What follows belongs to an exercise in optimizing a design on an open flow for small area and a short achievable clock period; a production flow would make more cautious choices.
Where RTL was checked, it was by simulation tests only, not by an equivalence proof against the original.
Function not checked in runs 5 and 6: the RTL went through the layout flow alone.
Power and IR drop assume default switching activity.

==> flow/design.v <==
module neuron(
    input  logic clk,
    input  logic rst_n,
    input  logic signed [7:0] x,
    input  logic signed [7:0] w,
    input  logic signed [7:0] bias,
    output logic signed [17:0] y
);
  logic [7:0] x1;
  logic [3:0] bone, btwo, bneg;
  wire [8:0] we = {w, 1'b0};
  logic [3:0] one_d, two_d, neg_d;
  always_comb begin
    for (int i = 0; i < 4; i++) begin
      one_d[i] = we[2*i+1] ^ we[2*i];
      two_d[i] = (we[2*i+2] & ~we[2*i+1] & ~we[2*i]) | (~we[2*i+2] & we[2*i+1] & we[2*i]);
      neg_d[i] = we[2*i+2] & ~(we[2*i+1] & we[2*i]);
    end
  end
  always_ff @(posedge clk) x1 <= x;
  always_ff @(posedge clk or negedge rst_n) begin
    if (!rst_n) begin
      bone <= 4'd0; btwo <= 4'd0; bneg <= 4'd0;
    end else begin
      bone <= one_d; btwo <= two_d; bneg <= neg_d;
    end
  end
  wire sel0_0 = (bone[0] & x1[0]);
  wire sel0_1 = (bone[0] & x1[1]) | (btwo[0] & x1[0]);
  wire sel0_2 = (bone[0] & x1[2]) | (btwo[0] & x1[1]);
  wire sel0_3 = (bone[0] & x1[3]) | (btwo[0] & x1[2]);
  wire sel0_4 = (bone[0] & x1[4]) | (btwo[0] & x1[3]);
  wire sel0_5 = (bone[0] & x1[5]) | (btwo[0] & x1[4]);
  wire sel0_6 = (bone[0] & x1[6]) | (btwo[0] & x1[5]);
  wire sel0_7 = (bone[0] & x1[7]) | (btwo[0] & x1[6]);
  wire sel0_8 = (bone[0] & x1[7]) | (btwo[0] & x1[7]);
  wire pp0_0 = sel0_0 ^ bneg[0];
  wire pp0_1 = sel0_1 ^ bneg[0];
  wire pp0_2 = sel0_2 ^ bneg[0];
  wire pp0_3 = sel0_3 ^ bneg[0];
  wire pp0_4 = sel0_4 ^ bneg[0];
  wire pp0_5 = sel0_5 ^ bneg[0];
  wire pp0_6 = sel0_6 ^ bneg[0];
  wire pp0_7 = sel0_7 ^ bneg[0];
  wire ps0_s = sel0_8 ^ bneg[0];
  wire sel1_0 = (bone[1] & x1[0]);
  wire sel1_1 = (bone[1] & x1[1]) | (btwo[1] & x1[0]);
  wire sel1_2 = (bone[1] & x1[2]) | (btwo[1] & x1[1]);
  wire sel1_3 = (bone[1] & x1[3]) | (btwo[1] & x1[2]);
  wire sel1_4 = (bone[1] & x1[4]) | (btwo[1] & x1[3]);
  wire sel1_5 = (bone[1] & x1[5]) | (btwo[1] & x1[4]);
  wire sel1_6 = (bone[1] & x1[6]) | (btwo[1] & x1[5]);
  wire sel1_7 = (bone[1] & x1[7]) | (btwo[1] & x1[6]);
  wire sel1_8 = (bone[1] & x1[7]) | (btwo[1] & x1[7]);
  wire pp1_0 = sel1_0 ^ bneg[1];
  wire pp1_1 = sel1_1 ^ bneg[1];
  wire pp1_2 = sel1_2 ^ bneg[1];
  wire pp1_3 = sel1_3 ^ bneg[1];
  wire pp1_4 = sel1_4 ^ bneg[1];
  wire pp1_5 = sel1_5 ^ bneg[1];
  wire pp1_6 = sel1_6 ^ bneg[1];
  wire pp1_7 = sel1_7 ^ bneg[1];
  wire ps1_s = sel1_8 ^ bneg[1];
  wire sel2_0 = (bone[2] & x1[0]);
  wire sel2_1 = (bone[2] & x1[1]) | (btwo[2] & x1[0]);
  wire sel2_2 = (bone[2] & x1[2]) | (btwo[2] & x1[1]);
  wire sel2_3 = (bone[2] & x1[3]) | (btwo[2] & x1[2]);
  wire sel2_4 = (bone[2] & x1[4]) | (btwo[2] & x1[3]);
  wire sel2_5 = (bone[2] & x1[5]) | (btwo[2] & x1[4]);
  wire sel2_6 = (bone[2] & x1[6]) | (btwo[2] & x1[5]);
  wire sel2_7 = (bone[2] & x1[7]) | (btwo[2] & x1[6]);
  wire sel2_8 = (bone[2] & x1[7]) | (btwo[2] & x1[7]);
  wire pp2_0 = sel2_0 ^ bneg[2];
  wire pp2_1 = sel2_1 ^ bneg[2];
  wire pp2_2 = sel2_2 ^ bneg[2];
  wire pp2_3 = sel2_3 ^ bneg[2];
  wire pp2_4 = sel2_4 ^ bneg[2];
  wire pp2_5 = sel2_5 ^ bneg[2];
  wire pp2_6 = sel2_6 ^ bneg[2];
  wire pp2_7 = sel2_7 ^ bneg[2];
  wire ps2_s = sel2_8 ^ bneg[2];
  wire sel3_0 = (bone[3] & x1[0]);
  wire sel3_1 = (bone[3] & x1[1]) | (btwo[3] & x1[0]);
  wire sel3_2 = (bone[3] & x1[2]) | (btwo[3] & x1[1]);
  wire sel3_3 = (bone[3] & x1[3]) | (btwo[3] & x1[2]);
  wire sel3_4 = (bone[3] & x1[4]) | (btwo[3] & x1[3]);
  wire sel3_5 = (bone[3] & x1[5]) | (btwo[3] & x1[4]);
  wire sel3_6 = (bone[3] & x1[6]) | (btwo[3] & x1[5]);
  wire sel3_7 = (bone[3] & x1[7]) | (btwo[3] & x1[6]);
  wire sel3_8 = (bone[3] & x1[7]) | (btwo[3] & x1[7]);
  wire pp3_0 = sel3_0;
  wire pp3_1 = sel3_1 ^ (bneg[3] & (sel3_0));
  wire pp3_2 = sel3_2 ^ (bneg[3] & (sel3_0 | sel3_1));
  wire pp3_3 = sel3_3 ^ (bneg[3] & (sel3_0 | sel3_1 | sel3_2));
  wire pp3_4 = sel3_4 ^ (bneg[3] & (sel3_0 | sel3_1 | sel3_2 | sel3_3));
  wire pp3_5 = sel3_5 ^ (bneg[3] & (sel3_0 | sel3_1 | sel3_2 | sel3_3 | sel3_4));
  wire pp3_6 = sel3_6 ^ bneg[3];
  wire pp3_7 = sel3_7 ^ bneg[3];
  wire ps3_s = sel3_8 ^ bneg[3];
  wire neg3c = bneg[3] & ~(sel3_0 | sel3_1 | sel3_2 | sel3_3 | sel3_4 | sel3_5);
  wire hs0 = pp0_4 ^ pp1_2;
  wire hc0 = pp0_4 & pp1_2;
  wire hs1 = pp0_5 ^ pp1_3;
  wire hc1 = pp0_5 & pp1_3;
  wire fs2 = pp0_6 ^ pp1_4 ^ pp2_2;
  wire fc2 = (pp0_6 & pp1_4) | (pp0_6 & pp2_2) | (pp1_4 & pp2_2);
  wire fs3 = pp0_7 ^ pp1_5 ^ pp2_3;
  wire fc3 = (pp0_7 & pp1_5) | (pp0_7 & pp2_3) | (pp1_5 & pp2_3);
  wire fs4 = ps0_s ^ pp1_6 ^ pp2_4;
  wire fc4 = (ps0_s & pp1_6) | (ps0_s & pp2_4) | (pp1_6 & pp2_4);
  wire fs5 = ps0_s ^ pp1_7 ^ pp2_5;
  wire fc5 = (ps0_s & pp1_7) | (ps0_s & pp2_5) | (pp1_7 & pp2_5);
  wire fs6 = ~ps0_s ^ ~ps1_s ^ pp2_6;
  wire fc6 = (~ps0_s & ~ps1_s) | (~ps0_s & pp2_6) | (~ps1_s & pp2_6);
  wire hs7 = pp2_7 ^ 1'b1;
  wire hc7 = pp2_7 & 1'b1;
  wire hs8 = ~ps2_s ^ pp3_6;
  wire hc8 = ~ps2_s & pp3_6;
  wire hs9 = pp0_2 ^ pp1_0;
  wire hc9 = pp0_2 & pp1_0;
  wire hs10 = pp0_3 ^ pp1_1;
  wire hc10 = pp0_3 & pp1_1;
  wire fs11 = pp2_0 ^ bneg[2] ^ hs0;
  wire fc11 = (pp2_0 & bneg[2]) | (pp2_0 & hs0) | (bneg[2] & hs0);
  wire fs12 = pp2_1 ^ hs1 ^ hc0;
  wire fc12 = (pp2_1 & hs1) | (pp2_1 & hc0) | (hs1 & hc0);
  wire fs13 = pp3_0 ^ hc1 ^ fs2;
  wire fc13 = (pp3_0 & hc1) | (pp3_0 & fs2) | (hc1 & fs2);
  wire fs14 = pp3_1 ^ fs3 ^ fc2;
  wire fc14 = (pp3_1 & fs3) | (pp3_1 & fc2) | (fs3 & fc2);
  wire fs15 = pp3_2 ^ fs4 ^ fc3;
  wire fc15 = (pp3_2 & fs4) | (pp3_2 & fc3) | (fs4 & fc3);
  wire fs16 = pp3_3 ^ fs5 ^ fc4;
  wire fc16 = (pp3_3 & fs5) | (pp3_3 & fc4) | (fs5 & fc4);
  wire fs17 = pp3_4 ^ fs6 ^ fc5;
  wire fc17 = (pp3_4 & fs6) | (pp3_4 & fc5) | (fs6 & fc5);
  wire fs18 = pp3_5 ^ hs7 ^ fc6;
  wire fc18 = (pp3_5 & hs7) | (pp3_5 & fc6) | (hs7 & fc6);
  wire fs19 = neg3c ^ hs8 ^ hc7;
  wire fc19 = (neg3c & hs8) | (neg3c & hc7) | (hs8 & hc7);
  wire fs20 = pp3_7 ^ 1'b1 ^ hc8;
  wire fc20 = (pp3_7 & 1'b1) | (pp3_7 & hc8) | (1'b1 & hc8);
  logic [16:0] ps, pc;
  assign ps[15] = 1'b1;
  assign ps[16] = 1'b1;
  assign pc[1] = 1'b0;
  assign pc[15] = 1'b0;
  assign pc[16] = 1'b0;
  always_ff @(posedge clk) begin
    ps[0] <= pp0_0;
    ps[1] <= pp0_1;
    ps[2] <= bneg[1];
    ps[3] <= hs10;
    ps[4] <= fs11;
    ps[5] <= fs12;
    ps[6] <= fs13;
    ps[7] <= fs14;
    ps[8] <= fs15;
    ps[9] <= fs16;
    ps[10] <= fs17;
    ps[11] <= fs18;
    ps[12] <= fs19;
    ps[13] <= fs20;
    ps[14] <= ~ps3_s;
    pc[0] <= bneg[0];
    pc[2] <= hs9;
    pc[3] <= hc9;
    pc[4] <= hc10;
    pc[5] <= fc11;
    pc[6] <= fc12;
    pc[7] <= fc13;
    pc[8] <= fc14;
    pc[9] <= fc15;
    pc[10] <= fc16;
    pc[11] <= fc17;
    pc[12] <= fc18;
    pc[13] <= fc19;
    pc[14] <= fc20;
  end
  logic [8:0] alo;
  logic [16:9] ahi;
  logic cy;
  wire [16:0] acc = {ahi, alo};
  wire [16:0] cs_s = acc ^ ps ^ pc;
  wire [16:0] cs_c = (acc & ps) | (acc & pc) | (ps & pc);
  wire [9:0] lo_d = {1'b0, cs_s[8:0]} + {1'b0, cs_c[7:0], 1'b0};
  wire [8:0] hi_w = {cs_s[16:9], 1'b1} + {cs_c[15:8], cy};
  wire [7:0] hi_d = hi_w[8:1];
  always_ff @(posedge clk or negedge rst_n) begin
    if (!rst_n) begin
      alo <= 9'd0; ahi <= 8'd0; cy <= 1'b0;
    end else begin
      alo <= lo_d[8:0]; ahi <= hi_d; cy <= lo_d[9];
    end
  end
  logic vld;
  always_ff @(posedge clk or negedge rst_n) begin
    if (!rst_n) vld <= 1'b0;
    else vld <= 1'b1;
  end
  logic [8:0] vlo, vh;
  logic vb7;
  always_ff @(posedge clk) begin
    vlo <= {1'b0, alo[7:0]} + {1'b0, bias};
    vh  <= acc[16:8] + {7'd0, cy, 1'b0};              
    vb7 <= bias[7];
  end
  wire [8:0] sh = vh;
  wire c8 = vlo[8];
  wire [9:0] vd = {{9{vb7 & ~c8}}, vb7 ^ c8};        
  wire [9:0] vhi = {sh[8], sh} + vd;                 
  logic [17:0] v5;
  always_ff @(posedge clk) v5 <= {vhi, vlo[7:0]};
  logic vld2;
  always_ff @(posedge clk or negedge rst_n) begin
    if (!rst_n) vld2 <= 1'b0;
    else vld2 <= vld;
  end
  logic [16:0] r2;
  wire keep = vld2 & ~v5[17];
  always_ff @(posedge clk) r2 <= v5[16:0] & {17{keep}};
  logic [16:0] yr;
  always_ff @(posedge clk or negedge rst_n) begin
    if (!rst_n) yr <= 17'd0;
    else yr <= r2;
  end
  assign y = {1'b0, yr};
endmodule
==> flow/flow/run.sh <==
#!/bin/bash
# Standard ORFS layout, except that the port buffers are the smallest
# plain buffer (buffer_ports picks a slow delay cell by default) and the
# clock tree uses fewer, larger sink clusters and no dummy loads.
# Each step's full output goes to a log file in the work folder.
set -euo pipefail
export BUFFER_PORTS_ARGS="-buffer_cell sky130_fd_sc_hd__buf_1"
export CTS_ARGS="-sink_clustering_enable -repair_clock_nets -sink_clustering_size 30 -sink_clustering_max_diameter 200 -buf_list {sky130_fd_sc_hd__clkbuf_4 sky130_fd_sc_hd__clkbuf_8} -dont_use_dummy_load"
bash standard.sh synth > synth.log 2>&1
bash standard.sh > layout.log 2>&1
==> flow/standard.sh <==
#!/bin/bash
# synth_recipe.tcl (not shown) runs the flow's synth.tcl, then flattens the netlist and writes it again
# the make line also repeats each setting of config.mk as NAME=value (left out here)
make -C /OpenROAD-flow-scripts/flow DESIGN_CONFIG=/design/flow/config.mk WORK_HOME=/design/flow/orfs CLKGATE_MAP_FILE= SYNTH_SCRIPT=/design/flow/synth_recipe.tcl "${@:-finish}"
==> flow/config.mk <==
export PLATFORM = sky130hd
export DESIGN_NAME = neuron
export DESIGN_NICKNAME = neuron
export VERILOG_FILES = /design/flow/design.v
export SDC_FILE = /design/flow/constraint.sdc
export NUM_CORES = 4
export LEC_CHECK = 0
export ABC_AREA = 1
export CAP_MARGIN = 20
export CORE_MARGIN = 2
export CORE_UTILIZATION = 50
export SETUP_SLACK_MARGIN = 3.75
export SLEW_MARGIN = 20
==> flow/constraint.sdc <==
create_clock -name core_clock -period 6.0 [get_ports {clk}]
set_input_delay 1.2000 -clock core_clock [delete_from_list [all_inputs] [get_ports {clk}]]
set_output_delay 1.2000 -clock core_clock [all_outputs]
set_load 0.01 [all_outputs]
==> results of run 1 <==
[worst reg2reg max path: cells and delay by family, from the launching register on]
family	cells	cell delay, ns
buf+inv	2	0.34
fa+ha+maj	2	0.92
xor+xnor	1	0.26
flops	1	0.45
[power groups by stage]
stage	logic, W	clock network [W]	registers [W]
3_5_place_dp	0.00174	0	0.00150
4_1_cts	0.00175	0.000545	0.00148
5_1_grt	0.00206	0.000588	0.00152
6_report	0.00175	0.000520	0.00147
3_3_place_gp	0.00168	0	0.00149
2_1_floorplan	0.00141	0	0.00147
[cells in the mapped netlist (all sizes together)]
library cell,instances,area share
nand4,4,0.0040
a31oi,1,0.00099
dfxtp,91,0.29
buf,3,0.0061
inv,107,0.064
conb,2,0.0012
xor2,56,0.078
ha,39,0.077
nand3b,3,0.0036
nand3,34,0.029
a21boi,1,0.0012
nand2,88,0.055
clkinv,2,0.0012
a21oi,20,0.016
dfrtp,49,0.19
clkbuf,5,0.0030
fa,30,0.095
o22ai,24,0.024
o21ai,13,0.010
nor2,45,0.035
nor3,3,0.0032
xnor2,5,0.0069
a21o,3,0.0036
[timing repair]
item	CTS	global route
gates resized for setup	2	10
pin swaps	0	2
endpoints found under the setup margin	3	13
buffers inserted	0	3
[kinds of logic (layout without fill, tap and decap cells)]
family | count (synthesis) | after routing | share of synthesized area
simple gates | 177 | 177 | 0.130
flops | 140 | 140 | 0.483
buf+inv | 117 | 172 | 0.0739
fa+ha+maj | 69 | 69 | 0.172
compound gates | 62 | 62 | 0.0557
xor+xnor | 61 | 61 | 0.0846
other cells | 2 | 2 | 0.00119
[registers in the layout, summed over array words and instances (netlist names)]
signal and flops:
v5 18, r2 17, yr 17, ps 15
pc 14, alo 9, vh 9, vlo 9
ahi 8, x1 8, bneg 4, bone 4
btwo 4, cy 1, vb7 1, vld 1
vld2 1
[layout make-up]
| type | instances | share of cell area |
|---|---|---|
| Clock buffer | 17 | 0.0338 |
| Inverter | 109 | 0.0596 |
| Multi-Input combinational cell | 371 | 0.408 |
| Sequential cell | 140 | 0.440 |
| Tap cell | 172 | 0.0311 |
| Timing Repair Buffer | 46 | 0.0273 |
[routing by layer]
metal  global-route usage  vias up  part of all wire
met5                    0        -                 0
met4               0.0778        0             0.029
met3               0.0436       26             0.039
met2                0.287       77              0.52
met1                0.173     1847              0.41
li1                     -     2063                 -
[final timing paths]
check	from	to	slack [ns]	cells past startpoint
min in group asynchronous	rst_n	yr[0]$_DFF_PN0_	0.87	2
hold / removal	r2[16]$_DFF_P_	yr[16]$_DFF_PN0_	0.32	0
setup reg to reg	bneg[2]$_DFF_PN0_	ps[7]$_DFF_P_	3.88	5
setup / recovery	bneg[2]$_DFF_PN0_	ps[7]$_DFF_P_	3.88	5
hold reg to reg	r2[16]$_DFF_P_	yr[16]$_DFF_PN0_	0.32	0
max in group asynchronous	rst_n	bneg[0]$_DFF_PN0_	4.70	2
[stage by stage]
| stage | hold WS [ns] | util | worst slack, ns | area (µm²) |
|---|---|---|---|---|
| 3_5_place_dp | 0.314 | 0.533 | 3.62 | 6650 |
| 4_1_cts | 0.317 | 0.552 | 3.74 | 6890 |
| 6_report | 0.315 | 0.556 | 3.88 | 6930 |
| 2_1_floorplan | 0.310 | - | 3.80 | 6330 |
| 5_1_grt | 0.317 | 0.556 | 3.76 | 6930 |
| 3_3_place_gp | 0.310 | 0.533 | 3.66 | 6650 |
==> run notes, run 1 <==
starting density of the core=0.507; global-route wire length before repair=~17000 µm; DRT iter0 DRCs=between 100 and 150; status=timing/DRC/antenna clean; worst slew pin tran=0.605 ns; Worst Hold Class=reg2reg; clock transition at the registers of the reported paths=0.08 ns; Critical Path AT=between 2 and 2.5 ns; FILL cells=1137; Rel. slew slack=0.596; Psw=around 0.0014 W; multi-input logic area=2820 µm²; Worst EP required=6.29 ns; die width=between 100 and 150 µm; fin crit share=0.353; ANT cells=0; Crit Path Category=reg2reg; Pint=approximately 0.0023 W; post-route total power=0.00374 W; Clock Skew=approximately 0.032 ns; register area=approximately 3000 µm²; post-synthesis sequential element count=140; Worst setup SP type=flop; syn avg cell area=around 10 µm²; CP dominant cell by count=fa_1; CTS Buffer Depth=2; post-DR vias/cell=approximately 4.7; post-route ant nets=0; count of buffers from port buffering=42; CP peak stage delay=around 0.49 ns; Worst Setup End Kind=flop; Syn-to-layout area delta=9.65%; Synth cell types=31; Clk Latency, worst-skew pair=approximately 0.43 ns; Seq/Total Area, Yosys=0.483; Final setup viols=0; DRT Pass-1 Iters=4; Mapped Nets=between 700 and 800; IO Pins=44; htree depth=4; yosys warns=1; CP Buf/Inv Count=2; antenna violations before repair=0; Die H=between 100 and 150 µm; TritonCTS clock tree=done; clk sinks=140; clock share of power=0.139; Final Hold Viols=0; min Tclk post-route=around 2.1 ns; Non-Filler Instances=approximately 860; cts bufs inserted=17; vias in the first global route=just under 4000; final net count=between 700 and 800; via count=between 4000 and 5000; die area=between 10000 and 15000 µm²; Avg WL per Cell=between 10 and 15 µm; Sw Ratio=0.383; Post-Syn Area=between 6000 and 7000 µm²; final WL=between 9000 and 10000 µm; most common cell after layout, fill and taps aside=inv_1; Max Transition Viols Final=0; RSZ-0062 raised after global routing=false; Row Count=between 40 and 50; Worst path top cell family by delay=adder cells; CTS Hold Buffers Added=0; PD cells=between 500 and 600 nW/µm²; Placer Congestion=0.856; Reg power frac=0.393; Detail Placement HPWL=between 7000 and 8000 µm; Core Area=about 12000 µm²; GR Util All Layers=0.159; CP cell instances=clkinv_1, xor2_1, fa_1, inv_1, fa_1; CP max stage cell=fa_1; DRC Markers=0; Max-Cap Viols=0; VDD IR max=0.198 mV; FMAX=approximately 470 MHz; Mapped Cells=between 600 and 700; pin count of the biggest net entering global routing=50; setup TNS=0 ns; Comb power frac=0.468; most frequent cells in the layout=inv_1 (101), dfxtp_1 (91), nand2_1 (81); Placed Instances=about 840; share of cells above drive strength 1=0.0835; Max FO, Critical Path=6; Clock Tree Root=clkbuf_8; leakage power=approximately 3.5 nW; remaining global-route overflow=0
==> run 2, diff against run 1 <==
--- a/flow/config.mk
+++ b/flow/config.mk
@@ -11,2 +11,3 @@
 export CORE_UTILIZATION = 50
+export GPL_TIMING_DRIVEN = 0
 export SETUP_SLACK_MARGIN = 3.75
==> run 2 against run 1 <==
Still clean on timing, DRC and antenna. Sequential power barely moved. Clock skew is 0.0056 ns lower. Worst hold slack worse by 0.013 ns. Wire length up 2.0%. Via count is 0.37% higher. Combinational power about the same. Maximum frequency fell by 0.98%. First-iteration DRC count decreased by 6.0%. Critical path depth up 3. Sequential share of layout area shrank 0.93 points. Power up 0.91%. Cell count up 1.6%. Largest cell class unchanged. Largest power group unchanged.
==> run notes, run 2 <==
die area=about 14000 µm²; Row Count=41; post-DR vias/cell=about 4.6; vias in the first global route=around 4000; post-synthesis sequential element count=140; GRT busiest layer=met2; fin crit share=0.356; post-synth top area share=0.288; count of buffers from port buffering=42; share of cells above drive strength 1=0.0947; met3 track demand over resource=0.0420; ANT cells=0; FMAX=468 MHz; final WL=9780 µm; final net count=between 700 and 800; pre-CTS setup slack=roughly 3.6 ns; Worst Hold Class=reg2reg; Mapped Cells=between 600 and 700; M2 GR Usage=0.298; pin count of the biggest net entering global routing=31; final worst slack=just under 4 ns; Syn-to-layout area delta=11.9%; DRT Pass-1 Iters=4; Worst EP required=about 6.3 ns; Largest register FFs=18; Mapped Nets=~720; cell taking the most area after synthesis=dfxtp_1; Placer Congestion=just under 0.9; Die H=roughly 120 µm; Synth cell types=31; Clk Latency, worst-skew pair=between 0.4 and 0.5 ns; setup TNS=0 ns; Worst Setup End Kind=flop; most frequent cells in the layout=inv_1 (101), dfxtp_1 (91), nand2_1 (81); Top reg by flops=v5; clock share of power=0.140; via count=between 4000 and 5000; cts bufs inserted=17; M1 GR Usage=0.175; Post-synth top cells=inv_1 (104), dfxtp_1 (91), nand2_1 (81); number of synthesized flops with an enable pin=0; Crit Path Category=reg2reg; GR Util All Layers=0.162; ys flop type=dfxtp_1; Pint=about 0.0023 W; largest registers=v5: 18 flops, r2: 17 flops, yr: 17 flops; status=timing/DRC/antenna clean; Critical Path AT=between 2 and 2.5 ns; Final Hold Viols=0; DRC Markers=0; starting density of the core=0.507; Worst setup SP type=flop; Seq/Total Area, Yosys=0.483; syn avg cell area=10.1 µm²; Post-Syn Area=between 6000 and 7000 µm²; min Tclk post-route=2.14 ns; global-route wire length before repair=17000 µm; largest cells by area after synthesis=dfxtp_1 (29%), dfrtp_1 (19%), fa_1 (9.5%), xor2_1 (7.8%), ha_1 (7.7%); IO Pins=44; Max Transition Viols Final=0; FFs w/ async S/R, synth=0.350; die width=116 µm; Sw Ratio=0.387; Avg WL per Cell=11.3 µm; leakage power=around 3.5 nW; yosys warns=1; cell with the most instances after synthesis=inv_1; Final setup viols=0; PD cells=534 nW/µm²; clock transition at the registers of the reported paths=approximately 0.080 ns; RSZ-0062 raised after global routing=true; Core Area=around 12000 µm²; Comb power frac=0.471; r2r setup slk=a little under 4 ns; Max-Cap Viols=0; Detail Placement HPWL=approximately 8000 µm; TritonCTS clock tree=done; Clock Tree Root=clkbuf_8; Max FO, Critical Path=2; remaining global-route overflow=0; Final Util=0.567; clk sinks=140; antenna violations before repair=0; Clock Skew=0.0266 ns; DRT iter0 DRCs=roughly 130; Reg power frac=0.389; htree depth=4; VDD IR max=0.185 mV; post-route ant nets=0; most common cell after layout, fill and taps aside=inv_1; CTS Buffer Depth=2; Psw=approximately 0.0015 W
run 2: cell counts after synthesis:
Identical to the previous run, type by type.
run 2: routing by layer:
layer / share of wire / routed length, µm
met1: 0.43 / 4240
met2: 0.51 / 5030
met3: 0.032 / 312
met4: 0.020 / 198
met5: 0 / 0
run 2: final cells by class:
type | instances | area (µm²)
buffer | 8 | 66.3
clock buffer | 17 | 234
fill | 1153 | 5400
inverter | 109 | 418
multi-input combinational | 371 | 2840
sequential | 140 | 3050
tap | 172 | 215
timing repair buffer | 52 | 246
run 2: what timing repair did:
| item | 4_1_cts | 5_1_grt |
|---|---|---|
| gates resized for setup | 6 | 11 |
| setup endpoints to repair | 8 | 12 |
| hold buffers | 0 | 0 |
| hold endpoints to repair | 0 | 0 |
| buffers inserted | 2 | 7 |
| pin swaps | 0 | 2 |
run 2: worst max-delay path: stages (launching register included):
cell	delay (ns)
dfrtp_1	0.41
fa_1	0.49
fa_1	0.45
nand3_1	0.10
nand2_1	0.10
a21boi_2	0.18
nor2_1	0.05
o21ai_0	0.15
nand2_1	0.07
run 2: final timing paths:
check	to	depth (start not counted)	start
setup / recovery	cy$_DFF_PN0_	8	alo[2]$_DFF_PN0_
hold / removal	yr[16]$_DFF_PN0_	0	r2[16]$_DFF_P_
setup reg to reg	cy$_DFF_PN0_	8	alo[2]$_DFF_PN0_
hold reg to reg	yr[16]$_DFF_PN0_	0	r2[16]$_DFF_P_
max in group asynchronous	cy$_DFF_PN0_	2	rst_n
min in group asynchronous	yr[5]$_DFF_PN0_	1	rst_n
run 2: power by group through the flow:
stage               registers, W  logic [W]  clock network, W
global route             0.00151    0.00206          0.000592
detailed placement       0.00150    0.00177                 0
floorplan                0.00147    0.00141                 0
global placement         0.00149    0.00170                 0
CTS                      0.00148    0.00179          0.000550
finish                   0.00147    0.00178          0.000530
run 2: logic make-up after synthesis:
logic type,synth area share
AO/OA/AOI/OAI,0.0557
other,0.00119
XOR/XNOR,0.0846
AND/OR/NAND/NOR,0.130
buffers and inverters,0.0739
adder cells (fa/ha/maj),0.172
flip-flops,0.483
run 2: per-stage QoR:
| step | hold slack [ns] | std cells | area, µm² | power (W) |
|---|---|---|---|---|
| after floorplan | 0.310 | 628 | 6330 | 0.00288 |
| after global routing | 0.306 | 869 | 7070 | 0.00417 |
| after global placement | 0.310 | 842 | 6700 | 0.00319 |
| after CTS | 0.308 | 862 | 6990 | 0.00381 |
| after detailed placement | 0.313 | 843 | 6720 | 0.00326 |
| final | 0.302 | 869 | 7070 | 0.00378 |
==> run 3, diff against run 2 <==
--- a/flow/config.mk
+++ b/flow/config.mk
@@ -8,7 +8,6 @@
 export ABC_AREA = 1
-export CAP_MARGIN = 20
+export CAP_MARGIN = 0
 export CORE_MARGIN = 2
 export CORE_UTILIZATION = 50
-export GPL_TIMING_DRIVEN = 0
 export SETUP_SLACK_MARGIN = 3.75
-export SLEW_MARGIN = 20
+export SLEW_MARGIN = 0
==> run 3 against run 2 <==
First-iteration DRC count grew 6.4%. Sequential power is essentially flat. Register-to-register slack gained 0.02 ns. Largest cell class unchanged. Largest power group unchanged. Highest routed layer unchanged.
==> run notes, run 3 <==
clk sinks=140; final WL=~9600 µm; min Tclk post-route=around 2.1 ns; Core Area=approximately 12000 µm²; die width=approximately 120 µm; leakage power=between 3 and 4 nW; die area=13500 µm²; IO Pins=44; Crit Path Category=reg2reg; ANT cells=0; Top reg by flops=v5; Adder-Cell Fraction of Synth Area=0.172; most frequent cells in the layout=inv_1 (101), dfxtp_1 (91), nand2_1 (81); DRT Pass-1 Iters=4; GR Util All Layers=0.159; cells on worst reg2reg path=5; status=timing/DRC/antenna clean; Syn-to-layout area delta=9.65%; vias in the first global route=roughly 3900; setup TNS=0 ns; DRC Markers=0; Critical Path AT=approximately 2.4 ns; cell with the most instances after synthesis=inv_1; Placer Congestion=roughly 0.86; cts bufs inserted=17; antenna violations before repair=0; pin count of the biggest net entering global routing=50; Max-Cap Viols=0; r2r setup slk=about 3.9 ns; post-synthesis sequential element count=140; Row Count=41; Worst Hold Class=reg2reg; number of synthesized flops with an enable pin=0; Non-Filler Instances=around 860; Post-synth top cells=inv_1 (104), dfxtp_1 (91), nand2_1 (81); via count=~4000; count of buffers from port buffering=between 40 and 50; htree depth=4; worst slew pin tran=just over 0.6 ns; Max FO, Critical Path=6; cell taking the most area after synthesis=dfxtp_1; multi-input logic area=~2800 µm²; WHS Endpoint=yr[16]$_DFF_PN0_; mux contribution to synthesized area=0; Rel. slew slack=0.596; Worst setup SP type=flop; post-synthesis simple-gate area fraction=0.130; CTS Hold Buffers Added=0; Worst Setup End Kind=flop; RSZ-0062 raised after global routing=false; post-DR vias/cell=4.69; starting density of the core=0.507; Clock Tree Root=clkbuf_8; FFs w/ async S/R, synth=0.350; Synth Area in XOR/XNOR=0.0846; clock transition at the registers of the reported paths=approximately 0.080 ns; cell area after layout=6930 µm²; share of cells above drive strength 1=0.0835; largest cells by area after synthesis=dfxtp_1 (29%), dfrtp_1 (19%), fa_1 (9.5%), xor2_1 (7.8%), ha_1 (7.7%); Detail Placement HPWL=between 7000 and 8000 µm; Final Hold Viols=0; FILL cells=approximately 1100; CTS Buffer Depth=2; Area after DPL=roughly 6700 µm²; final net count=a little under 800; largest family of logic cells by synthesized area=adder cells; reg2reg end=ps[7]$_DFF_P_; Post-Syn Area=6320 µm²; DRT iter0 DRCs=approximately 130; post-route ant nets=0; yosys warns=1; Mapped Cells=628; Worst Hold Path Cells=0; PD cells=roughly 540 nW/µm²; global-route wire length before repair=approximately 17000 µm; post-synth top area share=0.288; Clock Skew=between 0.03 and 0.04 ns; FF-to-FF Start=bneg[2]$_DFF_PN0_; ys flop type=dfxtp_1; Placed Instances=between 800 and 900; largest registers=v5: 18 flops, r2: 17 flops, yr: 17 flops; min-delay src=r2[16]$_DFF_P_; remaining global-route overflow=0; TritonCTS clock tree=done; Worst EP required=roughly 6.3 ns; Mapped Nets=723; Final Util=0.556; fin crit share=0.353; Synth cell types=31; Die H=~120 µm; FMAX=~470 MHz; Clk Latency, worst-skew pair=around 0.43 ns; register area=3050 µm²; most common cell after layout, fill and taps aside=inv_1; Seq/Total Area, Yosys=0.483; Synth Area in Compound Gates=0.0557; Final setup viols=0; Max Transition Viols Final=0; Largest register FFs=18; syn avg cell area=~10 µm²; Avg WL per Cell=~11 µm; VDD IR max=slightly below 0.2 mV
run 3: stage by stage:
step                      power, W  setup slack, ns  hold slack (ns)
final                      0.00374             3.88            0.315
after global routing       0.00416             3.76            0.317
after CTS                  0.00377             3.74            0.317
after detailed placement   0.00323             3.62            0.314
after global placement     0.00317             3.66            0.310
after floorplan            0.00288             3.80            0.310
run 3: worst max path at each step:
stage | from | end | slack, ns | cells past startpoint
finish | bneg[2]$_DFF_PN0_ | ps[7]$_DFF_P_ | 3.88 | 5
CTS | btwo[0]$_DFF_PN0_ | ps[10]$_DFF_P_ | 3.74 | 7
global placement | bias[0] | vlo[6]$_DFF_P_ | 3.66 | 6
floorplan | bias[0] | vlo[6]$_DFF_P_ | 3.80 | 5
global route | bneg[2]$_DFF_PN0_ | ps[7]$_DFF_P_ | 3.76 | 5
detailed placement | bias[0] | vlo[6]$_DFF_P_ | 3.62 | 6
run 3: worst max-delay path: stages, from the launching register on:
cell and delay (ns):
dfrtp_1 0.45, clkinv_1 0.29, xor2_1 0.26, fa_1 0.49, inv_1 0.05, fa_1 0.43
run 3: final cells by class:
type | count | area share
Sequential cell | 140 | 0.440
Multi-Input combinational cell | 371 | 0.408
Inverter | 109 | 0.0596
Clock buffer | 17 | 0.0338
Tap cell | 172 | 0.0311
Timing Repair Buffer | 46 | 0.0273
run 3: repair_timing:
action	in CTS	in global routing
resized for setup	2	10
setup buffers	0	3
pin swaps	0	2
endpoints found under the setup margin	3	13
run 3: cells by family after synthesis:
family	count (synthesis)
adder cells (fa/ha/maj)	69
XOR/XNOR	61
other	2
buffers and inverters	117
AO/OA/AOI/OAI	62
AND/OR/NAND/NOR	177
flip-flops	140
run 3: layer usage:
| metal | wire [µm] | vias up | track usage |
|---|---|---|---|
| li1 | - | 2063 | - |
| met1 | 3960 | 1847 | 0.173 |
| met2 | 4980 | 77 | 0.287 |
| met3 | 375 | 26 | 0.0436 |
| met4 | 280 | 0 | 0.0778 |
| met5 | 0 | - | 0 |
run 3: power breakdown:
group	switching, W	internal, W	total, W
combinational	0.00100	0.000750	0.00175
sequential	0.000159	0.00131	0.00147
clock	0.000272	0.000248	0.000520
total	0.00144	0.00231	0.00374
==> run 4, diff against run 3 <==
--- a/flow/design.v
+++ b/flow/design.v
@@ -19,8 +19,7 @@
   end
-  always_ff @(posedge clk) x1 <= x;
   always_ff @(posedge clk or negedge rst_n) begin
     if (!rst_n) begin
-      bone <= 4'd0; btwo <= 4'd0; bneg <= 4'd0;
+      x1 <= 8'd0; bone <= 4'd0; btwo <= 4'd0; bneg <= 4'd0;
     end else begin
-      bone <= one_d; btwo <= two_d; bneg <= neg_d;
+      x1 <= x; bone <= one_d; btwo <= two_d; bneg <= neg_d;
     end
--- a/flow/flow/run.sh
+++ b/flow/flow/run.sh
@@ -7,3 +7,3 @@
 export BUFFER_PORTS_ARGS="-buffer_cell sky130_fd_sc_hd__buf_1"
-export CTS_ARGS="-sink_clustering_enable -repair_clock_nets -sink_clustering_size 30 -sink_clustering_max_diameter 200 -buf_list {sky130_fd_sc_hd__clkbuf_4 sky130_fd_sc_hd__clkbuf_8} -dont_use_dummy_load"
+export CTS_ARGS="-sink_clustering_enable -repair_clock_nets -sink_clustering_size 30 -sink_clustering_max_diameter 200 -buf_list {sky130_fd_sc_hd__clkbuf_4} -dont_use_dummy_load"
 bash standard.sh synth > synth.log 2>&1
--- a/flow/config.mk
+++ b/flow/config.mk
@@ -8,3 +8,3 @@
 export ABC_AREA = 1
-export CAP_MARGIN = 0
+export CAP_MARGIN = 20
 export CORE_MARGIN = 2
@@ -12,2 +12,2 @@
 export SETUP_SLACK_MARGIN = 3.75
-export SLEW_MARGIN = 0
+export SLEW_MARGIN = 20
==> run 4 against run 3 <==
Critical endpoint is now y[3]. Clock power shrank 24%. Synthesized area rose by 0.63%. Largest power group unchanged. Clock-buffer cell count is the same. Sequential share of layout area up 0.77 points. Largest cell class unchanged.
==> run notes, run 4 <==
post-DR vias/cell=around 4.7; M1 GR Usage=0.175; Crit Path Category=reg2out; min Tclk post-route=~2.3 ns; Max-Cap Viols=0; CTS Hold Buffers Added=0; PD cells=roughly 530 nW/µm²; Post-Syn Area=between 6000 and 7000 µm²; ANT cells=0; Max Transition Viols Final=0; pin count of the biggest net entering global routing=58; post-synthesis sequential element count=140; Placed Instances=~840; clk sinks=140; DRT iter0 DRCs=172; Rel. slew slack=0.528; Non-Filler Instances=~850; Syn-to-layout area delta=8.54%; Worst EP required=about 4.8 ns; Mapped Cells=628; Core Area=about 13000 µm²; CP max stage cell=dfrtp_1; post-route ant nets=0; Clock Skew=about 0.033 ns; antenna violations before repair=0; TritonCTS clock tree=done; Mapped Nets=a little over 700; Placer Congestion=about 0.84; syn avg cell area=a little over 10 µm²; met3 track demand over resource=0.0415; Top reg by flops=v5; largest registers=v5: 18 flops, r2: 17 flops, yr: 17 flops; post-synth top area share=0.261; IO Pins=between 40 and 50; largest cells by area after synthesis=dfxtp_1 (26%), dfrtp_1 (22%), fa_1 (9.4%), xor2_1 (7.7%), ha_1 (7.7%); pre-CTS setup slack=3.63 ns; Max FO, Critical Path=1; Post-synth top cells=inv_1 (104), dfxtp_1 (83), nand2_1 (81); die width=~120 µm; FFs w/ async S/R, synth=0.407; RSZ-0062 raised after global routing=true; final net count=~780; CTS Buffer Depth=2; cell with the most instances after synthesis=inv_1; Synth cell types=31; GR Util All Layers=0.161; number of synthesized flops with an enable pin=0; Worst Setup End Kind=primary output; Final Hold Viols=0; Seq/Total Area, Yosys=0.486; Worst setup SP type=flop; cell taking the most area after synthesis=dfxtp_1; CP peak stage delay=between 0.3 and 0.4 ns; multi-input logic area=between 2000 and 3000 µm²; die area=approximately 14000 µm²; Critical Path AT=1.05 ns; htree depth=4; FMAX=around 440 MHz; register area=just over 3000 µm²; share of cells above drive strength 1=0.106; Worst Hold Class=reg2reg; worst slew pin tran=between 0.7 and 0.8 ns; yosys warns=1; ys flop type=dfxtp_1; Avg WL per Cell=~11 µm; most common cell after layout, fill and taps aside=inv_1; setup TNS=0 ns; final WL=just under 10000 µm; FILL cells=1155; DRT Pass-1 Iters=4; VDD IR max=approximately 0.17 mV; remaining global-route overflow=0; via count=between 4000 and 5000; starting density of the core=0.508; Row Count=41; global-route wire length before repair=16700 µm; leakage power=approximately 3.5 nW; M2 GR Usage=0.283; status=timing/DRC/antenna clean; cts bufs inserted=17; GRT busiest layer=met2; CP Buf/Inv Count=1; count of buffers from port buffering=42; clock transition at the registers of the reported paths=between 0.1 and 0.15 ns; most frequent cells in the layout=inv_1 (102), dfxtp_1 (83), nand2_1 (81); Die H=about 120 µm; Detail Placement HPWL=between 7000 and 8000 µm; Final setup viols=0; cell area after layout=6900 µm²; Clock Tree Root=clkbuf_4; Largest register FFs=18; vias in the first global route=3900; Area after DPL=about 6700 µm²; Worst path top cell family by delay=flip-flops; Clk Latency, worst-skew pair=0.54 ns; final worst slack=3.75 ns; fin crit share=0.375; DRC Markers=0; CP cell instances=buf_6
-- run 4: changes by cell type after synthesis --
| cell | before | now |
|---|---|---|
| dfrtp_1 | 49 | 57 |
| dfxtp_1 | 91 | 83 |
-- run 4: stage by stage --
step	total power, W	util	hold slack, ns
floorplan	0.00288	-	0.310
global placement	0.00317	0.534	0.310
detailed placement	0.00323	0.534	0.312
CTS	0.00364	0.545	0.314
global route	0.00405	0.551	0.313
finish	0.00362	0.551	0.320
-- run 4: cell type report --
| cell class | count | area share |
|---|---|---|
| inverter | 109 | 0.0598 |
| timing repair buffer | 44 | 0.0328 |
| clock buffer | 17 | 0.0185 |
| multi-input combinational | 371 | 0.410 |
| tap | 172 | 0.0312 |
| sequential | 140 | 0.448 |
-- run 4: cell families (layout without fill, tap and decap cells) --
logic type / count (synthesis) / after routing / share of synthesized area
AOI/OAI and AO/OA: 62 / 62 / 0.0553
xor gates and xnor gates: 61 / 61 / 0.0841
adders and majority gates: 69 / 69 / 0.171
buffers and inverters: 117 / 170 / 0.0734
DFF: 140 / 140 / 0.486
other: 2 / 2 / 0.00118
and+or+nand+nor: 177 / 177 / 0.129
-- run 4: timing repair --
item | in CTS | in global routing
setup endpoints to repair | 17 | 31
resized for setup | 2 | 37
pin swaps | 1 | 0
cloned | 0 | 0
setup buffers | 1 | 0
-- run 4: final timing paths --
check,start,endpoint,slack [ns],cells past startpoint
min in group asynchronous,rst_n,yr[0]$_DFF_PN0_,0.76,2
max in group asynchronous,rst_n,bneg[0]$_DFF_PN0_,4.71,2
max reg2reg,bneg[0]$_DFF_PN0_,ps[10]$_DFF_P_,3.85,6
min,vlo[4]$_DFF_P_,v5[4]$_DFF_P_,0.32,0
min reg2reg,vlo[4]$_DFF_P_,v5[4]$_DFF_P_,0.32,0
max,yr[3]$_DFF_PN0_,y[3],3.75,1
-- run 4: layer usage --
metal  routed length, µm  up-vias
met5                   0        -
li1                    -     2062
met2                4880       83
met3                 400       24
met1                4140     1860
met4                 285        0
-- run 4: power breakdown --
part / internal, W / total (W) / switching, W / leakage [nW]
sequential: 0.00131 / 0.00147 / 0.000164 / 1.40
clock: 0.000129 / 0.000396 / 0.000267 / 0.0782
combinational: 0.000756 / 0.00175 / 0.000998 / 2.02
total: 0.00219 / 0.00362 / 0.00143 / 3.50
==> run 5, diff against run 4 <==
--- a/flow/design.v
+++ b/flow/design.v
@@ -8,18 +8,17 @@
 );
-  logic [7:0] x1;
+  logic [7:0] x1, w1;
+  always_ff @(posedge clk or negedge rst_n) begin
+    if (!rst_n) begin
+      x1 <= 8'd0; w1 <= 8'd0;
+    end else begin
+      x1 <= x; w1 <= w;
+    end
+  end
+  wire [8:0] we = {w1, 1'b0};
   logic [3:0] bone, btwo, bneg;
-  wire [8:0] we = {w, 1'b0};
-  logic [3:0] one_d, two_d, neg_d;
   always_comb begin
     for (int i = 0; i < 4; i++) begin
-      one_d[i] = we[2*i+1] ^ we[2*i];
-      two_d[i] = (we[2*i+2] & ~we[2*i+1] & ~we[2*i]) | (~we[2*i+2] & we[2*i+1] & we[2*i]);
-      neg_d[i] = we[2*i+2] & ~(we[2*i+1] & we[2*i]);
-    end
-  end
-  always_ff @(posedge clk or negedge rst_n) begin
-    if (!rst_n) begin
-      x1 <= 8'd0; bone <= 4'd0; btwo <= 4'd0; bneg <= 4'd0;
-    end else begin
-      x1 <= x; bone <= one_d; btwo <= two_d; bneg <= neg_d;
+      bone[i] = we[2*i+1] ^ we[2*i];
+      btwo[i] = (we[2*i+2] & ~we[2*i+1] & ~we[2*i]) | (~we[2*i+2] & we[2*i+1] & we[2*i]);
+      bneg[i] = we[2*i+2] & ~(we[2*i+1] & we[2*i]);
     end
--- a/flow/flow/run.sh
+++ b/flow/flow/run.sh
@@ -7,3 +7,3 @@
 export BUFFER_PORTS_ARGS="-buffer_cell sky130_fd_sc_hd__buf_1"
-export CTS_ARGS="-sink_clustering_enable -repair_clock_nets -sink_clustering_size 30 -sink_clustering_max_diameter 200 -buf_list {sky130_fd_sc_hd__clkbuf_4} -dont_use_dummy_load"
+export CTS_ARGS="-sink_clustering_enable -repair_clock_nets -sink_clustering_size 30 -sink_clustering_max_diameter 200 -buf_list {sky130_fd_sc_hd__clkbuf_4 sky130_fd_sc_hd__clkbuf_8} -dont_use_dummy_load"
 bash standard.sh synth > synth.log 2>&1
--- a/flow/config.mk
+++ b/flow/config.mk
@@ -10,3 +10,3 @@
 export CORE_MARGIN = 2
-export CORE_UTILIZATION = 50
+export CORE_UTILIZATION = 40
 export SETUP_SLACK_MARGIN = 3.75
==> run 5 against run 4 <==
Sequential share of layout area shrank 2.2 points. Largest power group unchanged. Highest routed layer unchanged. Combinational power grew 7%. Sequential power shrank 3%. Critical endpoint is now ps[7]$_DFF_P_. Still clean on timing, DRC and antenna.
==> run notes, run 5 <==
status=timing/DRC/antenna clean; TritonCTS clock tree=done; most common cell after layout, fill and taps aside=inv_1; GR Util All Layers=0.141; min-delay src=vlo[7]$_DFF_P_; Mapped Cells=roughly 580; Rel. slew slack=0.555; Post-Syn Area=6130 µm²; worst slew pin tran=0.667 ns; Worst EP required=around 6.4 ns; Worst Hold Path Cells=0; min Tclk post-route=~2.3 ns; die width=between 100 and 150 µm; Post-synth top cells=inv_1 (92), dfxtp_1 (83), nand2_1 (64); Die H=128 µm; DRT Pass-1 Iters=4; Final Hold Viols=0; r2r setup slk=3.74 ns; post-synthesis sequential element count=136; Core Area=approximately 15000 µm²; post-synth top area share=0.271; vias in the first global route=just over 4000; starting density of the core=0.406; PD cells=roughly 540 nW/µm²; remaining global-route overflow=0; Placer Congestion=around 0.84; syn avg cell area=approximately 11 µm²; DRT iter0 DRCs=170; htree depth=4; Synth cell types=33; number of synthesized flops with an enable pin=0; post-DR vias/cell=~4.7; Row Count=between 40 and 50; Max FO, Critical Path=6; Max-Cap Viols=0; reg2reg end=ps[7]$_DFF_P_; FFs w/ async S/R, synth=0.390; Crit Path Category=reg2reg; via count=approximately 3900; count of buffers from port buffering=between 40 and 50; clk sinks=136; Clk Latency, worst-skew pair=roughly 0.43 ns; Final setup viols=0; CTS Hold Buffers Added=0; IO Pins=44; Worst Setup End Kind=flop; antenna violations before repair=0; VDD IR max=about 0.17 mV; Worst Hold Class=reg2reg; Syn-to-layout area delta=14.7%; largest cells by area after synthesis=dfxtp_1 (27%), dfrtp_1 (22%), fa_1 (10%), ha_1 (9.2%), xor2_1 (6.3%); Critical Path AT=2.63 ns; Top reg by flops=v5; clock transition at the registers of the reported paths=about 0.07 ns; pin count of the biggest net entering global routing=between 50 and 60; Mapped Nets=685; Max Transition Viols Final=0; FMAX=roughly 440 MHz; Seq/Total Area, Yosys=0.487; Worst setup SP type=flop; DRC Markers=0; Largest register FFs=18; ANT cells=0; global-route wire length before repair=about 18000 µm; ys flop type=dfxtp_1; fin crit share=0.376; Avg WL per Cell=12.0 µm; Detail Placement HPWL=approximately 7600 µm; FF-to-FF Start=w1[3]$_DFF_PN0_; cells on worst reg2reg path=8; final WL=10100 µm; RSZ-0062 raised after global routing=true; Clock Tree Root=clkbuf_8; leakage power=about 3.4 nW; post-route ant nets=0; final net count=759; Clock Skew=between 0.02 and 0.025 ns; die area=approximately 16000 µm²; Final Util=0.466; setup TNS=0 ns; cell taking the most area after synthesis=dfxtp_1; WHS Endpoint=v5[7]$_DFF_P_; cts bufs inserted=17; largest registers=v5: 18 flops, r2: 17 flops, yr: 17 flops; share of cells above drive strength 1=0.136; CTS Buffer Depth=2; cell with the most instances after synthesis=inv_1; yosys warns=1; most frequent cells in the layout=inv_1 (87), dfxtp_1 (83), nand2_1 (63)
-- run 5: changes by cell type after synthesis, moves of 6 or more --
cell / change
o211ai_1: +6
nand3_1: -10
o22ai_1: -8
inv_1: -12
a21oi_1: +10
ha_1: +6
nor2_1: -10
xnor2_1: +11
xor2_1: -12
nand2_1: -17
-- run 5: per-stage QoR --
step,instances,instance area [µm²],power (W),hold WS (ns),worst slack (ns)
floorplan,583,6150,0.00289,0.310,3.72
global placement,810,6540,0.00319,0.312,3.49
detailed placement,810,6540,0.00328,0.314,3.38
CTS,838,6900,0.00384,0.305,3.71
global route,843,7030,0.00425,0.307,3.64
finish,843,7030,0.00383,0.302,3.74
-- run 5: worst max-delay path by stage --
| stage | cells after the start | to | startpoint | slack, ns |
|---|---|---|---|---|
| 3_5_place_dp | 6 | ps[10]$_DFF_P_ | w1[1]$_DFF_PN0_ | 3.38 |
| 3_3_place_gp | 6 | ps[10]$_DFF_P_ | w1[1]$_DFF_PN0_ | 3.49 |
| 4_1_cts | 8 | ps[8]$_DFF_P_ | w1[3]$_DFF_PN0_ | 3.71 |
| 6_report | 8 | ps[7]$_DFF_P_ | w1[3]$_DFF_PN0_ | 3.74 |
| 2_1_floorplan | 8 | vlo[6]$_DFF_P_ | bias[0] | 3.72 |
| 5_1_grt | 8 | ps[7]$_DFF_P_ | w1[3]$_DFF_PN0_ | 3.64 |
-- run 5: kinds of logic (layout without fill, tap and decap cells) --
family,count (synthesis),in the layout,synth area share
adder cells (fa/ha/maj),76,76,0.193
XOR/XNOR,60,60,0.0857
AND/OR/NAND/NOR,133,133,0.0976
other,2,2,0.00123
flip-flops,136,136,0.487
AO/OA/AOI/OAI,75,75,0.0725
buffers and inverters,101,173,0.0625
-- run 5: final cells by class --
cell class	instances	area (µm²)
fillers	1386	8060
repair buffers	59	287
well taps	188	235
inverters	97	374
flip-flops and latches	136	3000
clock buffers	17	234
multi-input cells	346	2910
-- run 5: what timing repair did --
action	CTS	global route
pin swaps	6	11
buffers inserted	11	5
resized for setup	14	22
setup endpoints to repair	13	14
-- run 5: critical path: stages, from the launching register on --
cell     delay [ns]
dfrtp_2        0.45
inv_2          0.09
nor2_1         0.07
o21ai_4        0.23
o22ai_2        0.11
xor2_1         0.19
fa_1           0.52
inv_2          0.04
fa_2           0.51
-- run 5: metal layers --
| layer | GRT usage | share of wire | routed length (µm) | vias to the layer above |
|---|---|---|---|---|
| li1 | - | - | - | 1988 |
| met1 | 0.161 | 0.44 | 4470 | 1852 |
| met2 | 0.241 | 0.49 | 5000 | 85 |
| met3 | 0.0518 | 0.046 | 467 | 17 |
| met4 | 0.0517 | 0.017 | 172 | 0 |
| met5 | 0 | 0 | 0 | - |
-- run 5: power by group --
group / internal, W / leakage (nW) / switching [W]
registers: 0.00128 / 1.34 / 0.000144
clock network: 0.000249 / 0.122 / 0.000278
logic: 0.000821 / 1.92 / 0.00105
==> run 6, diff against run 5 <==
--- a/flow/design.v
+++ b/flow/design.v
@@ -8,17 +8,18 @@
 );
-  logic [7:0] x1, w1;
-  always_ff @(posedge clk or negedge rst_n) begin
-    if (!rst_n) begin
-      x1 <= 8'd0; w1 <= 8'd0;
-    end else begin
-      x1 <= x; w1 <= w;
-    end
-  end
-  wire [8:0] we = {w1, 1'b0};
+  logic [7:0] x1;
   logic [3:0] bone, btwo, bneg;
+  wire [8:0] we = {w, 1'b0};
+  logic [3:0] one_d, two_d, neg_d;
   always_comb begin
     for (int i = 0; i < 4; i++) begin
-      bone[i] = we[2*i+1] ^ we[2*i];
-      btwo[i] = (we[2*i+2] & ~we[2*i+1] & ~we[2*i]) | (~we[2*i+2] & we[2*i+1] & we[2*i]);
-      bneg[i] = we[2*i+2] & ~(we[2*i+1] & we[2*i]);
+      one_d[i] = we[2*i+1] ^ we[2*i];
+      two_d[i] = (we[2*i+2] & ~we[2*i+1] & ~we[2*i]) | (~we[2*i+2] & we[2*i+1] & we[2*i]);
+      neg_d[i] = we[2*i+2] & ~(we[2*i+1] & we[2*i]);
+    end
+  end
+  always_ff @(posedge clk or negedge rst_n) begin
+    if (!rst_n) begin
+      x1 <= 8'd0; bone <= 4'd0; btwo <= 4'd0; bneg <= 4'd0;
+    end else begin
+      x1 <= x; bone <= one_d; btwo <= two_d; bneg <= neg_d;
     end
@@ -177,17 +178,9 @@
   end
-  logic [8:0] alo;
-  logic [16:9] ahi;
-  logic cy;
-  wire [16:0] acc = {ahi, alo};
+  logic [16:0] acc;
   wire [16:0] cs_s = acc ^ ps ^ pc;
   wire [16:0] cs_c = (acc & ps) | (acc & pc) | (ps & pc);
-  wire [9:0] lo_d = {1'b0, cs_s[8:0]} + {1'b0, cs_c[7:0], 1'b0};
-  wire [8:0] hi_w = {cs_s[16:9], 1'b1} + {cs_c[15:8], cy};
-  wire [7:0] hi_d = hi_w[8:1];
-  always_ff @(posedge clk or negedge rst_n) begin
-    if (!rst_n) begin
-      alo <= 9'd0; ahi <= 8'd0; cy <= 1'b0;
-    end else begin
-      alo <= lo_d[8:0]; ahi <= hi_d; cy <= lo_d[9];
-    end
+  wire [16:0] acc_d = cs_s + {cs_c[15:0], 1'b0};
+  always_ff @(posedge clk or negedge rst_n) begin
+    if (!rst_n) acc <= 17'd0;
+    else acc <= acc_d;
   end
@@ -198,27 +191,18 @@
   end
-  logic [8:0] vlo, vh;
-  logic vb7;
-  always_ff @(posedge clk) begin
-    vlo <= {1'b0, alo[7:0]} + {1'b0, bias};
-    vh  <= acc[16:8] + {7'd0, cy, 1'b0};              
-    vb7 <= bias[7];
-  end
-  wire [8:0] sh = vh;
-  wire c8 = vlo[8];
-  wire [9:0] vd = {{9{vb7 & ~c8}}, vb7 ^ c8};        
-  wire [9:0] vhi = {sh[8], sh} + vd;                 
-  logic [17:0] v5;
-  always_ff @(posedge clk) v5 <= {vhi, vlo[7:0]};
-  logic vld2;
-  always_ff @(posedge clk or negedge rst_n) begin
-    if (!rst_n) vld2 <= 1'b0;
-    else vld2 <= vld;
-  end
-  logic [16:0] r2;
-  wire keep = vld2 & ~v5[17];
-  always_ff @(posedge clk) r2 <= v5[16:0] & {17{keep}};
-  logic [16:0] yr;
-  always_ff @(posedge clk or negedge rst_n) begin
-    if (!rst_n) yr <= 17'd0;
-    else yr <= r2;
+  logic [17:0] v;
+  wire [8:0] vlo = {1'b0, acc[7:0]} + {1'b0, bias};
+  wire [9:0] ah  = {acc[16], acc[16:8]};
+  wire [9:0] ahp = ah + 10'd1;
+  wire [9:0] ahm = ah - 10'd1;
+  wire vup = vlo[8] & ~bias[7];
+  wire vdn = ~vlo[8] & bias[7];
+  wire [9:0] vhi = vup ? ahp : (vdn ? ahm : ah);
+  always_ff @(posedge clk) v <= {vhi, vlo[7:0]};
+  logic [16:0] r;
+  wire keep = vld & ~v[17];
+  always_ff @(posedge clk) r <= v[16:0] & {17{keep}};
+  logic [16:0] r2, yr;
+  always_ff @(posedge clk or negedge rst_n) begin
+    if (!rst_n) begin r2 <= 17'd0; yr <= 17'd0; end
+    else begin r2 <= r; yr <= r2; end
   end
==> flow/run.sh (new file) <==
#!/bin/bash
# synth_recipe.tcl (not shown) runs the flow's synth.tcl, then flattens the netlist and writes it again
# the make line also repeats each setting of config.mk as NAME=value (left out here)
make -C /OpenROAD-flow-scripts/flow DESIGN_CONFIG=/design/flow/config.mk WORK_HOME=/design/flow/orfs CLKGATE_MAP_FILE= SYNTH_SCRIPT=/design/flow/synth_recipe.tcl finish
--- a/flow/config.mk
+++ b/flow/config.mk
@@ -7,3 +7,2 @@
 export LEC_CHECK = 0
-export ABC_AREA = 1
 export CAP_MARGIN = 20
@@ -11,3 +10,3 @@
 export CORE_UTILIZATION = 40
-export SETUP_SLACK_MARGIN = 3.75
+export SETUP_SLACK_MARGIN = 3.3
 export SLEW_MARGIN = 20
removed: flow/flow/run.sh
removed: flow/standard.sh
==> run 6 against run 5 <==
Core utilization is 3.8 points higher. Via count is 3.0% lower. Register-to-register slack worse by 0.45 ns. Synthesized cell count is 6.3% lower. Sequential share of layout area is 2.5 points lower. Maximum frequency is 17% lower. Critical path depth stayed put. Worst hold slack better by 0.023 ns. Flip-flop and latch count stayed put. Clock-buffer cell count is 2 higher. Sequential power hardly changed.
==> run notes, run 6 <==
DRT Pass-1 Iters=4; M1 GR Usage=0.164; number of synthesized flops with an enable pin=0; Final setup viols=0; fin crit share=0.451; Row Count=45; M2 GR Usage=0.232; met3 track demand over resource=0.0413; Mapped Cells=around 550; setup TNS=0 ns; reg2reg end=acc[16]$_DFF_PN0_; final net count=~700; CTS Buffer Depth=2; hold_ws=0.325 ns; yosys warns=1; Avg WL per Cell=about 13 µm; Final Hold Viols=0; vias in the first global route=3941; CP peak stage delay=~0.47 ns; FFs w/ async S/R, synth=0.529; Worst setup SP type=flop; via count=~3800; remaining global-route overflow=0; Detail Placement HPWL=approximately 7300 µm; Post-Syn Area=around 6300 µm²; share of cells above drive strength 1=0.128; Adder-Cell Fraction of Synth Area=0.167; largest cells by area after synthesis=dfrtp_1 (29%), dfxtp_1 (20%), fa_1 (9.3%), ha_1 (7.4%), xnor2_1 (4.8%); leakage power=~3.4 nW; Crit Path Category=reg2reg; post-synthesis sequential element count=approximately 140; GR Util All Layers=0.138; post-synthesis simple-gate area fraction=0.0917; most common cell after layout, fill and taps aside=dfrtp_1; CTS Hold Buffers Added=0; Synth cell types=53; Worst EP required=about 6.3 ns; Max FO, Critical Path=3; TritonCTS clock tree=done; Worst Setup EP=acc[16]$_DFF_PN0_; IO Pins=44; htree depth=4; FF-to-FF Start=acc[2]$_DFF_PN0_; die width=between 100 and 150 µm; post-synth top area share=0.288; clock transition at the registers of the reported paths=0.06 ns; Setup crit start=acc[2]$_DFF_PN0_; status=timing/DRC/antenna clean; worst slew pin tran=0.864 ns; syn avg cell area=between 10 and 15 µm²; largest family of logic cells by synthesized area=adder cells; cts bufs inserted=17; Worst Hold Class=reg2reg; FILL cells=1331; Largest register FFs=18; Synth Area in XOR/XNOR=0.0784; Die H=around 130 µm; pin count of the biggest net entering global routing=73; Core Area=about 15000 µm²; r2r setup slk=between 3 and 4 ns; multi-input logic area=between 3000 and 4000 µm²; Max-Cap Viols=0; Max Transition Viols Final=0; DRC Markers=0; cells on worst reg2reg path=8; mux contribution to synthesized area=0.0196; count of buffers from port buffering=between 40 and 50; GRT busiest layer=met2; DRT iter0 DRCs=approximately 130; ys flop type=dfrtp_1; Clock Skew=around 0.0064 ns; Synth Area in Compound Gates=0.110; post-DR vias/cell=about 4.7; Mapped Nets=approximately 640; Syn-to-layout area delta=23.1%; Clock Tree Root=clkbuf_16; global-route wire length before repair=approximately 18000 µm; Post-synth top cells=dfrtp_1 (72), dfxtp_1 (64), ha_1 (37), inv_1 (37), xnor2_1 (34); most frequent cells in the layout=dfrtp_1 (72), dfxtp_1 (64), inv_1 (37); Critical Path AT=slightly above 3 ns; Placer Congestion=between 0.8 and 0.9; min Tclk post-route=between 2 and 3 ns; post-route ant nets=0; RSZ-0062 raised after global routing=true; VDD IR max=about 0.28 mV; cell with the most instances after synthesis=dfrtp_1; PD cells=around 600 nW/µm²; clk sinks=about 140; Seq/Total Area, Yosys=0.493; ANT cells=0; antenna violations before repair=0; Top reg by flops=v; Worst Setup End Kind=flop; register area=about 3100 µm²; CP max stage cell=fa_1; CP dominant cell by count=a211oi_2; Clk Latency, worst-skew pair=around 0.41 ns; die area=~17000 µm²; FMAX=370 MHz; cell taking the most area after synthesis=dfrtp_1; final WL=roughly 10000 µm; starting density of the core=0.410; Rel. slew slack=0.424; CP cell instances=fa_1, ha_1, a211o_1, a211oi_2, nor3_1, o31a_1, o211a_1, a211oi_2
run 6: cell types whose count changed after synthesis, moves of 22 or more:
| cell | change |
|---|---|
| a22oi_1 | +23 |
| inv_1 | -55 |
| xor2_1 | -22 |
| clkbuf_1 | +22 |
| nand2_1 | -42 |
run 6: layout make-up:
class                           count  share of cell area
Clock buffer                       19              0.0563
Tap cell                          211              0.0343
Inverter                           37              0.0180
Sequential cell                   136               0.401
Timing Repair Buffer               57              0.0719
Clock inverter                     13              0.0189
Multi-Input combinational cell    346               0.400
run 6: cell families (layout without fill, tap and decap cells):
group,after synthesis,count (layout)
buf+inv,64,126
mux,12,12
other cells,2,2
compound gates,101,101
fa+ha+maj,66,66
xor+xnor,56,56
flops,136,136
simple gates,109,109
run 6: timing repair:
item,4_1_cts,5_1_grt
gates resized for setup,22,16
endpoints found under the setup margin,12,14
pin swaps,10,3
setup buffers,8,6
run 6: worst max-delay path, delay by kind of cell, from the launching register on:
family	cells	cell delay [ns]
AOI/OAI and AO/OA	5	1.34
adders and majority gates	2	0.78
DFF	1	0.40
and+or+nand+nor	1	0.10
run 6: worst min path at each step:
| stage | start | to | slack [ns] | cells past startpoint |
|---|---|---|---|---|
| detailed placement | r[11]$_DFF_P_ | r2[11]$_DFF_PN0_ | 0.32 | 0 |
| global placement | r[13]$_DFF_P_ | r2[13]$_DFF_PN0_ | 0.32 | 0 |
| global route | r[2]$_DFF_P_ | r2[2]$_DFF_PN0_ | 0.33 | 0 |
| CTS | r[1]$_DFF_P_ | r2[1]$_DFF_PN0_ | 0.33 | 0 |
| floorplan | r[0]$_DFF_P_ | r2[0]$_DFF_PN0_ | 0.32 | 0 |
| finish | r[12]$_DFF_P_ | r2[12]$_DFF_PN0_ | 0.33 | 0 |
run 6: per-stage QoR:
stage / cell area [µm²] / utilization / power, W / instances / setup WS (ns)
final: 7690 / 0.504 / 0.00463 / 819 / 3.30
after global routing: 7690 / 0.504 / 0.00502 / 819 / 3.22
after CTS: 7580 / 0.497 / 0.00457 / 813 / 3.30
after detailed placement: 6860 / 0.449 / 0.00339 / 773 / 2.16
after global placement: 6860 / 0.449 / 0.00334 / 773 / 2.21
after floorplan: 6280 / - / 0.00297 / 546 / 3.13
run 6: where the power goes:
part / total (W) / switching [W] / internal, W
clock network: 0.00101 / 0.000391 / 0.000616
registers: 0.00143 / 0.000189 / 0.00124
logic: 0.00219 / 0.00108 / 0.00111
total: 0.00463 / 0.00166 / 0.00296
run 6: routing by layer:
layer | part of all wire | up-vias
met5 | 0 | -
li1 | - | 1936
met1 | 0.46 | 1795
met2 | 0.50 | 80
met4 | 0.012 | 0
met3 | 0.032 | 12

static timing again, ports no longer ideal:
How much do the figures lean on ideal ports? The routed layouts below were timed once more, with nothing changed but the port constraints.
Step 1 (the two cells are an assumption about what drives the block):
set clk [get_ports {clk}]
set_driving_cell -lib_cell sky130_fd_sc_hd__clkbuf_16 $clk
set_driving_cell -lib_cell sky130_fd_sc_hd__buf_2 [delete_from_list [all_inputs] $clk]
Step 2 also shifts input and output timing later by t, the mid clock arrival at the registers, as if the neighbouring blocks saw the same clock.
Three values: no drivers, after step 1, after step 2; two values: the first two.
run	shift t [ns]	setup WS [ns]	slew at the worst register clock pin (ns)
run 1	0.446	3.883 / 3.853 / 3.617	0.08 / 0.08
run 2	0.453	3.862 / 3.840 / 3.624	0.08 / 0.08
run 3	0.446	3.883 / 3.853 / 3.617	0.08 / 0.08
run 4	0.556	3.747 / 3.715 / 3.643	0.12 / 0.12
run 5	0.457	3.742 / 3.742 / 3.459	0.08 / 0.08
run 6	0.445	3.296 / 3.296 / 2.873	0.06 / 0.06
After both steps every run listed still meets setup and hold. For run 6, which loses most, drivers alone change the setup slack by 0.000 ns; drivers and shift together by -0.423 ns.
